Background: an optimization exercise with open tools, aiming at small area and a short achievable clock period. Do not read the settings as production practice. In this exercise RTL edits were held to simulation tests only and were not proved equivalent to the original. In this run the design's own scripts or RTL, not TritonCTS, make the clock network. No driver is modelled on the clock port, so clock power and skew are understated where the tree is cut down; a real chip needs a root buffer or a tree. No activity file was given, so power comes from the tool's default toggle rates.

==> design/flow/design.v <==
module rgb2hue(
        input clock,
        input reset_n,
        input in_valid,
        input [7:0] in_red,
        input [7:0] in_green,
        input [7:0] in_blue,
        input in_visual,
        input in_done,
        output out_valid,
        output [7:0] out_red,
        output [7:0] out_green,
        output [7:0] out_blue,
        output [7:0] out_hue,
        output out_visual,
        output out_done
    );
    function [8:0] add8;
        input [7:0] a;
        input [7:0] b;
        input ci;
        integer i;
        reg c;
        begin
            c = ci;
            for (i = 0; i < 8; i = i + 1) begin
                add8[i] = a[i] ^ b[i] ^ c;
                c = (a[i] & b[i]) | (a[i] & c) | (b[i] & c);
            end
            add8[8] = c;
        end
    endfunction
    function ge8;
        input [7:0] a;
        input [7:0] b;
        integer i;
        reg c;
        begin
            c = 1'b1;
            for (i = 0; i < 8; i = i + 1)
                c = (a[i] & ~b[i]) | (a[i] & c) | (~b[i] & c);
            ge8 = c;
        end
    endfunction
    function [8:0] dstep;
        input [7:0] rem;
        input [7:0] ndiv;
        reg [8:0] t;
        reg qb;
        begin
            t = add8({rem[6:0], 1'b0}, ndiv, 1'b1);
            qb = rem[7] | t[8];
            dstep = qb ? {1'b1, t[7:0]} : {1'b0, rem[6:0], 1'b0};
        end
    endfunction
    function dlast;
        input [7:0] rem;
        input [7:0] ndiv;
        reg [8:0] t;
        begin
            t = add8({rem[6:0], 1'b0}, ndiv, 1'b1);
            dlast = rem[7] | t[8];
        end
    endfunction
    reg [26:0] p1, p2, p3, p4, p5, p6;
    reg [7:0] hue6;
    reg [2:0] s;
    always @(posedge clock)
    begin
        if (!reset_n)
            s <= 3'b000;
        else if (!(s[2] & ~s[1]))
            s <= {s[1], s[0], ~s[2]};
    end
    wire en = reset_n & s[2] & ~s[1];
    wire [7:0] r1 = p1[23:16];
    wire [7:0] g1 = p1[15:8];
    wire [7:0] b1 = p1[7:0];
    reg ge_rg2, ge_gb2, ge_br2;
    wire [7:0] r2 = p2[23:16];
    wire [7:0] g2 = p2[15:8];
    wire [7:0] b2 = p2[7:0];
    wire green_max2 = ge_gb2 & ~ge_rg2;
    wire blue_max2  = ge_br2 & ~ge_gb2;
    wire red_max2   = ~green_max2 & ~blue_max2;
    wire red_min2   = ~ge_rg2 & ge_br2;
    wire green_min2 = ~ge_gb2 & ge_rg2;
    wire blue_min2  = ~red_min2 & ~green_min2;
    wire [7:0] max2 = ({8{red_max2}} & r2) | ({8{green_max2}} & g2) | ({8{blue_max2}} & b2);
    wire [7:0] min2 = ({8{red_min2}} & r2) | ({8{green_min2}} & g2) | ({8{blue_min2}} & b2);
    wire [7:0] mid2 = ({8{~red_max2 & ~red_min2}} & r2) |
                      ({8{~green_max2 & ~green_min2}} & g2) |
                      ({8{~blue_max2 & ~blue_min2}} & b2);
    wire [8:0] dif2x = add8(max2, ~min2, 1'b1);
    wire [8:0] d2x = add8(mid2, ~min2, 1'b1);
    wire gray2 = ge_rg2 & ge_gb2 & ge_br2;
    wire minus2 = gray2 | red_max2 & green_min2 | green_max2 & blue_min2 | blue_max2 & red_min2;
    wire [1:0] k2 = gray2 ? 2'd0 :
                    {blue_max2 | red_max2 & minus2, green_max2 | red_max2 & minus2};
    reg [7:0] d3, ndif3;
    reg minus3;
    reg [1:0] k3;
    wire [8:0] s3 = dstep(d3, ndif3);
    wire [8:0] s2 = dstep(s3[7:0], ndif3);
    reg [7:0] rem4, ndif4;
    reg q3_4, q2_4;
    reg minus4;
    reg [1:0] k4;
    wire q4_4 = (rem4 == ~ndif4);
    wire [8:0] s1 = dstep(rem4, ndif4);
    wire q0_4 = dlast(s1[7:0], ndif4);
    reg q4_5, q3_5, q2_5, q1_5, q0_5;
    reg minus5;
    reg [1:0] k5;
    wire gray5 = minus5 & (k5 == 2'd0);
    wire [3:0] ql5 = {q3_5, q2_5, q1_5, q0_5};
    wire [10:0] q85 = {1'b0, ql5, 6'd0} + {3'd0, ql5, 4'd0} + {5'd0, ql5, 2'd0} + {7'd0, ql5};
    wire [5:0] f5 = gray5 ? 6'd0 : q4_5 ? 6'd42 : q85[10:5];
    wire m5 = minus5 & ~gray5;
    wire qz5 = ~q4_5 & ~q3_5 & ~q2_5 & ~q1_5 & ~q0_5;
    wire [8:0] hue5 = add8({k5[1], k5[0], k5[1], k5[0], k5[1], k5[0], k5[1], k5[0]},
                           {m5, m5, f5 ^ {6{m5}}}, m5 & qz5);
    always @(posedge clock)
    begin
        p1 <= {in_valid, in_visual, in_done, in_red, in_green, in_blue};
        p2 <= p1;
        p3 <= p2;
        p4 <= p3;
        p5 <= p4;
        p6 <= en ? p5 : 27'd0;
        ge_rg2 <= ge8(r1, g1);
        ge_gb2 <= ge8(g1, b1);
        ge_br2 <= ge8(b1, r1);
        d3 <= d2x[7:0];
        ndif3 <= ~dif2x[7:0];
        minus3 <= minus2;
        k3 <= k2;
        rem4 <= s2[7:0];
        ndif4 <= ndif3;
        q3_4 <= s3[8];
        q2_4 <= s2[8];
        minus4 <= minus3;
        k4 <= k3;
        q4_5 <= q4_4;
        q3_5 <= q3_4;
        q2_5 <= q2_4;
        q1_5 <= s1[8];
        q0_5 <= q0_4;
        minus5 <= minus4;
        k5 <= k4;
        hue6 <= en ? hue5[7:0] : 8'd0;
    end
    assign out_valid = p6[26];
    assign out_visual = p6[25];
    assign out_done = p6[24];
    assign out_red = p6[23:16];
    assign out_green = p6[15:8];
    assign out_blue = p6[7:0];
    assign out_hue = hue6;
endmodule
==> design/flow/flow/run.sh <==
#!/bin/bash
# Layout flow: the standard flow (standard.sh) with these changes.
# 1. Synthesis is the standard flow's synthesis script with a delay-targeted ABC mapping
#    (flow/abc_map.script) in place of ORFS's ABC script, and without the
#    full-adder extraction (whose fa/ha cells make slow ripple chains).
#    Registers and their names are the same as in the standard synthesis.
# 2. The ports get buf_1 buffers (the repair upsizes those that need it),
#    and the repair steps aim at setup slack beyond the 20 ns constraint
#    (SETUP_SLACK_MARGIN), so that they work on the paths that set the
#    achieved period.
# 3. CTS is replaced by flow/clock_tree.tcl: a balanced two-level tree of
#    inverters, the same two inverters from the clock port to every
#    flip-flop.
# Each step's output goes to a log file of its own in the work folder
# (synth.log, place.log, cts.log, finish.log); ORFS's own logs are under
# orfs/logs.
set -euo pipefail
W=$(pwd)
M=${MARGIN:-15.3}
{
  head -n 1 synth_recipe.tcl
  echo "proc abc {args} { set i [lsearch \$args -script]; if {\$i >= 0} { lset args [expr {\$i + 1}] $W/flow/abc_map.script }; yosys abc {*}\$args }"
  tail -n +2 synth_recipe.tcl
} > flow_synth.tcl
bash standard.sh SYNTH_SCRIPT=$W/flow_synth.tcl ADDER_MAP_FILE= synth > synth.log 2>&1
bash standard.sh SETUP_SLACK_MARGIN=$M "BUFFER_PORTS_ARGS=-buffer_cell sky130_fd_sc_hd__buf_1" place > place.log 2>&1
bash standard.sh SETUP_SLACK_MARGIN=$M RUN_SCRIPT=$W/flow/clock_tree.tcl RUN_LOG_NAME_STEM=4_1_cts run > cts.log 2>&1
bash standard.sh SETUP_SLACK_MARGIN=$M finish > finish.log 2>&1
==> design/flow/flow/abc_map.script <==
strash
dch -f
map -D 4500
amap
topo
stime -c
buffer -c
upsize -c -D 4500
dnsize -c -D 4500
==> design/flow/flow/clock_tree.tcl <==
# Clock tree made by hand in place of CTS, two levels of inverters (so the
# flip-flops see the clock's own polarity): the clock port drives top_n
# inverters, each of which drives leaf_n / top_n leaf inverters, each of
# which drives the flip-flops of one region of the design. The regions come
# from splitting the flip-flops in halves at the median x, then the median
# y, and so on, so all leaves carry the same load. Every flip-flop's clock
# goes through one top and one leaf inverter of the same kinds, so the clock
# arrives at all of them at nearly the same time. Then the usual post-CTS
# repair and legalization, as ORFS's cts.tcl does them.
utl::set_metrics_stage "cts__{}"
source $::env(SCRIPTS_DIR)/load.tcl
erase_non_stage_variables cts
load_design 3_place.odb 3_place.sdc

set block [ord::get_db_block]
set db [ord::get_db]
set clk_net [$block findNet clock]

set sinks {}
foreach it [$clk_net getITerms] {
  set loc [[$it getInst] getLocation]
  lappend sinks [list $it [lindex $loc 0] [lindex $loc 1]]
}
puts "clock sinks: [llength $sinks]"

set top_n 4
set leaf_n 8
set top_cell sky130_fd_sc_hd__inv_8
set leaf_cell sky130_fd_sc_hd__inv_16

# Split items ({object x y}) into n groups of equal size by recursive
# bisection, cutting along x first and then alternating.
proc bisect_groups { items n idx } {
  if { $n <= 1 } {
    return [list $items]
  }
  set s [lsort -integer -index $idx $items]
  set h [expr {[llength $s] / 2}]
  set next [expr {$idx == 1 ? 2 : 1}]
  return [concat [bisect_groups [lrange $s 0 [expr {$h - 1}]] [expr {$n / 2}] $next] \
    [bisect_groups [lrange $s $h end] [expr {$n / 2}] $next]]
}

proc centroid { g } {
  set sx 0
  set sy 0
  foreach s $g {
    set sx [expr {$sx + [lindex $s 1]}]
    set sy [expr {$sy + [lindex $s 2]}]
  }
  set n [llength $g]
  return [list [expr {$sx / $n}] [expr {$sy / $n}]]
}

# A cell of the given master (a buffer or an inverter) at (x, y) whose
# input is on net in, driving a new net.
proc add_driver { name master_name in x y } {
  set block [ord::get_db_block]
  set master [[ord::get_db] findMaster $master_name]
  set inst [odb::dbInst_create $block $master $name]
  set net [odb::dbNet_create $block ${name}_net]
  $net setSigType CLOCK
  [$inst findITerm A] connect $in
  foreach mt [$master getMTerms] {
    if {[$mt getIoType] eq "OUTPUT"} { [$inst findITerm [$mt getName]] connect $net }
  }
  $inst setLocation $x $y
  $inst setPlacementStatus PLACED
  return $net
}

set leaves {}
set i 0
foreach g [bisect_groups $sinks $leaf_n 1] {
  set c [centroid $g]
  lappend leaves [list $g [lindex $c 0] [lindex $c 1]]
}
set t 0
foreach tg [bisect_groups $leaves $top_n 1] {
  set c [centroid $tg]
  set top_net [add_driver clk_top_$t $top_cell $clk_net [lindex $c 0] [lindex $c 1]]
  puts "top clock inverter $t: [llength $tg] leaves at $c"
  foreach leaf $tg {
    set leaf_net [add_driver clk_leaf_$i $leaf_cell $top_net [lindex $leaf 1] [lindex $leaf 2]]
    foreach s [lindex $leaf 0] {
      set it [lindex $s 0]
      $it disconnect
      $it connect $leaf_net
    }
    puts "leaf clock inverter $i: [llength [lindex $leaf 0]] sinks at [lrange $leaf 1 2]"
    incr i
  }
  incr t
}
global_connect

set_propagated_clock [all_clocks]
set_placement_padding -global \
  -left $::env(CELL_PAD_IN_SITES_DETAIL_PLACEMENT) \
  -right $::env(CELL_PAD_IN_SITES_DETAIL_PLACEMENT)
detailed_placement
log_cmd estimate_parasitics -placement
report_clock_latency
repair_timing_helper
detailed_placement
check_placement -verbose
report_metrics 4 "cts final"
orfs_write_db $::env(RESULTS_DIR)/4_1_cts.odb
orfs_write_sdc $::env(RESULTS_DIR)/4_cts.sdc
==> design/flow/standard.sh <==
#!/bin/bash
# synth_recipe.tcl (not shown) runs the flow's synth.tcl, then flattens the netlist and writes it again
# the make line also repeats each setting of config.mk as NAME=value (left out here)
make -C /OpenROAD-flow-scripts/flow DESIGN_CONFIG=/design/flow/config.mk WORK_HOME=/design/flow/orfs CLKGATE_MAP_FILE= SYNTH_SCRIPT=/design/flow/synth_recipe.tcl "${@:-finish}"
==> design/flow/config.mk <==
export PLATFORM = sky130hd
export DESIGN_NAME = rgb2hue
export DESIGN_NICKNAME = rgb2hue
export VERILOG_FILES = /design/flow/design.v
export SDC_FILE = /design/flow/constraint.sdc
export NUM_CORES = 4
export LEC_CHECK = 0
export CAP_MARGIN = 20
export CORE_MARGIN = 2
export CORE_UTILIZATION = 40
export SLEW_MARGIN = 20
==> design/flow/constraint.sdc <==
create_clock -name core_clock -period 20.0 [get_ports {clock}]
set_input_delay 4.0000 -clock core_clock [delete_from_list [all_inputs] [get_ports {clock}]]
set_output_delay 4.0000 -clock core_clock [all_outputs]
set_load 0.01 [all_outputs]
==> impl_metrics.csv <==
group,metric,value,unit
status,outcome,"finished clean",
final_layout,area_delta_synth_final,10.96,%
timing,fin_setup_tns,0,ns
timing,worstMarginPinSlew,0.7374,ns
hold_path,min_path_type,"reg2reg",
setup_path,max_stage_delay,0.33,ns
die,die_w,137.5,um
final_layout,most-common-layout-cells,"dfxtp_1, nor2_1, inv_1, buf_1, a21oi_1",
yosys,synth_nets,756,
cts,clk_pin_slew,0.08,ns
die,dieArea,18890,um^2
yosys,yosysWarnings,1,
placed_design,dp_cells,1011,
yosys,synth_cells,727,
setup_path,cp.depth,1,
route,drt_wl_total,12720,um
hold_path,hold_depth,0,
setup_path,crit_buf_inv,1,
yosys,async_flop_share,0,%
die,core_area,17360,um^2
final_layout,fin_nets,831,
setup_path,startpoint_type,"flop",
grt,grt_pass1_vias,4458,
setup_path,crit_family,"flip-flops",
cts,cts_hold_buffers,0,
timing,fin_ws,15.38,ns
flow_run,max-cap-violations,0,
timing,finalSetupViolations,0,
placed_design,place_congestion,0.8196,
die,start_util,41.05,%
timing,hold_ws,0.3257,ns
placed_design,dp_hpwl,9411,um
timing,hold_viol_final,0,
setup_path,cp_max_fo,1,
setup_path,cp.required,16.00,ns
yosys,ys_seq_area_share,62.94,%
yosys,synthFlopType,"dfxtp_1",
cts,clock_latency,0.14,ns
setup_path,worstSetupPathType,"reg2out",
route,vias_per_cell,4.880,
route,drc,0,
final_layout,final_cells,1025,
yosys,synth_edf_count,0,
placed_design,place_ws,14.83,ns
yosys,syn_area,7124,um^2
final_layout,drive_above_1_share,4.625,%
final_layout,fillerInstances,1643,
route,wl_per_cell,12.41,um
route,drt_first_pass_iters,8,
final_layout,layout_commonest_cell,"dfxtp_1",
timing,fin_crit_sh,23.11,%
yosys,synth_cell_type_count,33,
timing,relSlewSlack,50.66,%
pwr,p_leak,3.287,nW
final_layout,multi_input_area,2372,um^2
grt,grt_overflow_total,0,
timing,finalMaxSlewViolations,0,
yosys,ys_top_cells_by_area,"dfxtp_1, nor2_1, inv_1, nor2b_1, a222oi_1",
setup_path,cp-end-kind,"output pin",
die,num_rows,48,
yosys,yosysTopAreaCellShare,62.94,%
timing,clock.fmax,216.4,MHz
setup_path,cp_data_arrival_time,0.62,ns
setup_path,crit_path_cell_trace,"buf_1",
timing,finClkSkew,0.009487,ns
final_layout,ff_latch_area,4487,um^2
route,dr_total_vias,5002,
grt,grt_pass1_wl,20560,um
final_layout,antenna_cells,0,
pwr,power,1.248,mW
yosys,syn_area_per_cell,9.800,um^2
yosys,synth_top_area_cell,"dfxtp_1",
grt,antenna_found_initial,0,
die,die_h,137.5,um
die,ioPinCount,64,
setup_path,cp_slowest_cell,"dfxtp_1",
grt,grt_usage,13.10,%
pwr,ir_worst_vdd,0.00007360,V
route,drt_iter0_markers,403,
yosys,ys_ff_latch,224,
timing,rsz0062_at_grt,"false",
pwr,power_density,157.8,nW/um^2
route,drtAntennaViolNets,0,
setup_path,reg2reg_depth,26,
placed_design,io_buffers,63,
grt,grt_max_degree,35,
timing,period_needed,4.622,ns
[synthesized netlist by cell type, types with 2 or more instances]
library cell  instances
a222oi_1             26
o22a_1                2
clkbuf_1              6
a31oi_1               2
o21ai_0              46
a21oi_1              50
nor2b_1              43
inv_1                76
o32ai_1               2
nand2_1              44
xor2_1                9
nor2_1              116
dfxtp_1             224
a22oi_1              12
a211oi_1              5
or2_2                 6
o221ai_1             11
o21bai_1              2
o22ai_1              27
and4_1                2
nor3_1                4
[path summary, 6_finish.rpt]
path / from / slack [ns] / endpoint
hold reg to reg: p3[15] / 0.33 / p4[15]
setup reg to reg: ndif3[1] / 15.71 / rem4[1]
setup / recovery: p6[6] / 15.38 / out_blue[6]
hold / removal: p3[15] / 0.33 / p4[15]
[registers in the layout, indices dropped and copies added (netlist names), 2 cells and up]
register / count
k4: 2
k3: 2
ndif3: 8
p3: 27
k5: 2
hue6: 8
p5: 27
s: 3
p2: 27
p1: 27
ndif4: 8
d3: 8
p6: 27
rem4: 8
p4: 27
[final cells by class]
| cell class | instances | area share (%) |
|---|---|---|
| flip-flops and latches | 224 | 56.76 |
| multi-input cells | 421 | 30.01 |
| inverters | 88 | 6.204 |
| well taps | 225 | 3.561 |
| repair buffers | 67 | 3.466 |
[routing by layer]
| layer | up-vias | GRT usage [%] | share of wire, % |
|---|---|---|---|
| met2 | 137 | 21.81 | 45 |
| li1 | 2643 | - | - |
| met4 | 0 | 2.921 | 1.7 |
| met3 | 19 | 1.656 | 6.1 |
| met5 | - | 0 | 0 |
| met1 | 2203 | 18.22 | 47 |
[cells by family after synthesis]
family / after synthesis / share of synthesized area [%]
AOI/OAI and AO/OA: 194 / 18.11
buffers and inverters: 82 / 4.320
xor gates and xnor gates: 9 / 1.106
DFF: 224 / 62.94
and+or+nand+nor: 218 / 13.52
[stage by stage]
stage | util, % | instance area, um^2
detailed placement | 43.99 | 7635
floorplan | - | 7124
global placement | 43.99 | 7635
global route | 45.55 | 7905
finish | 45.55 | 7905
[repair_timing]
action / CTS / global route
setup endpoints to repair: 9 / 13
gates resized for setup: 2 / 15
pin swaps: 2 / 0
setup buffers: 2 / 0
[where the power goes]
group          leakage [nW]  switching [mW]  internal [mW]
Sequential             1.88          0.0406          0.511
Clock                 0.102           0.151         0.0360
Combinational          1.31           0.309          0.200
Total                  3.29           0.500          0.747

-- port drivers added, routing unchanged --
No port has a modelled driver above. Below, the same layout with a new extraction and two added sets of constraints.
Step 1 assumes that a clkbuf_16 drives the clock port and a buf_2 every other input.
Step 2 adds t to the input delays and takes it off the output delays; t is the mean of the earliest and latest rising clock arrival at the registers after step 1. Input paths then give back, and output paths get back, about the clock's delay inside the block.
Three values: ideal ports, drivers, drivers and shift; two values: the first two.
shift t [ns]: 0.266
setup WS [ns]: 15.378 / 15.245 / 15.229
hold WS [ns]: 0.326 / 0.326 / 0.326
clock arrival spread, ns: 0.012 / 0.012
After both steps this run still meets setup and hold. The setup slack of this run moves by -0.133 ns with the drivers and by -0.149 ns with both steps.
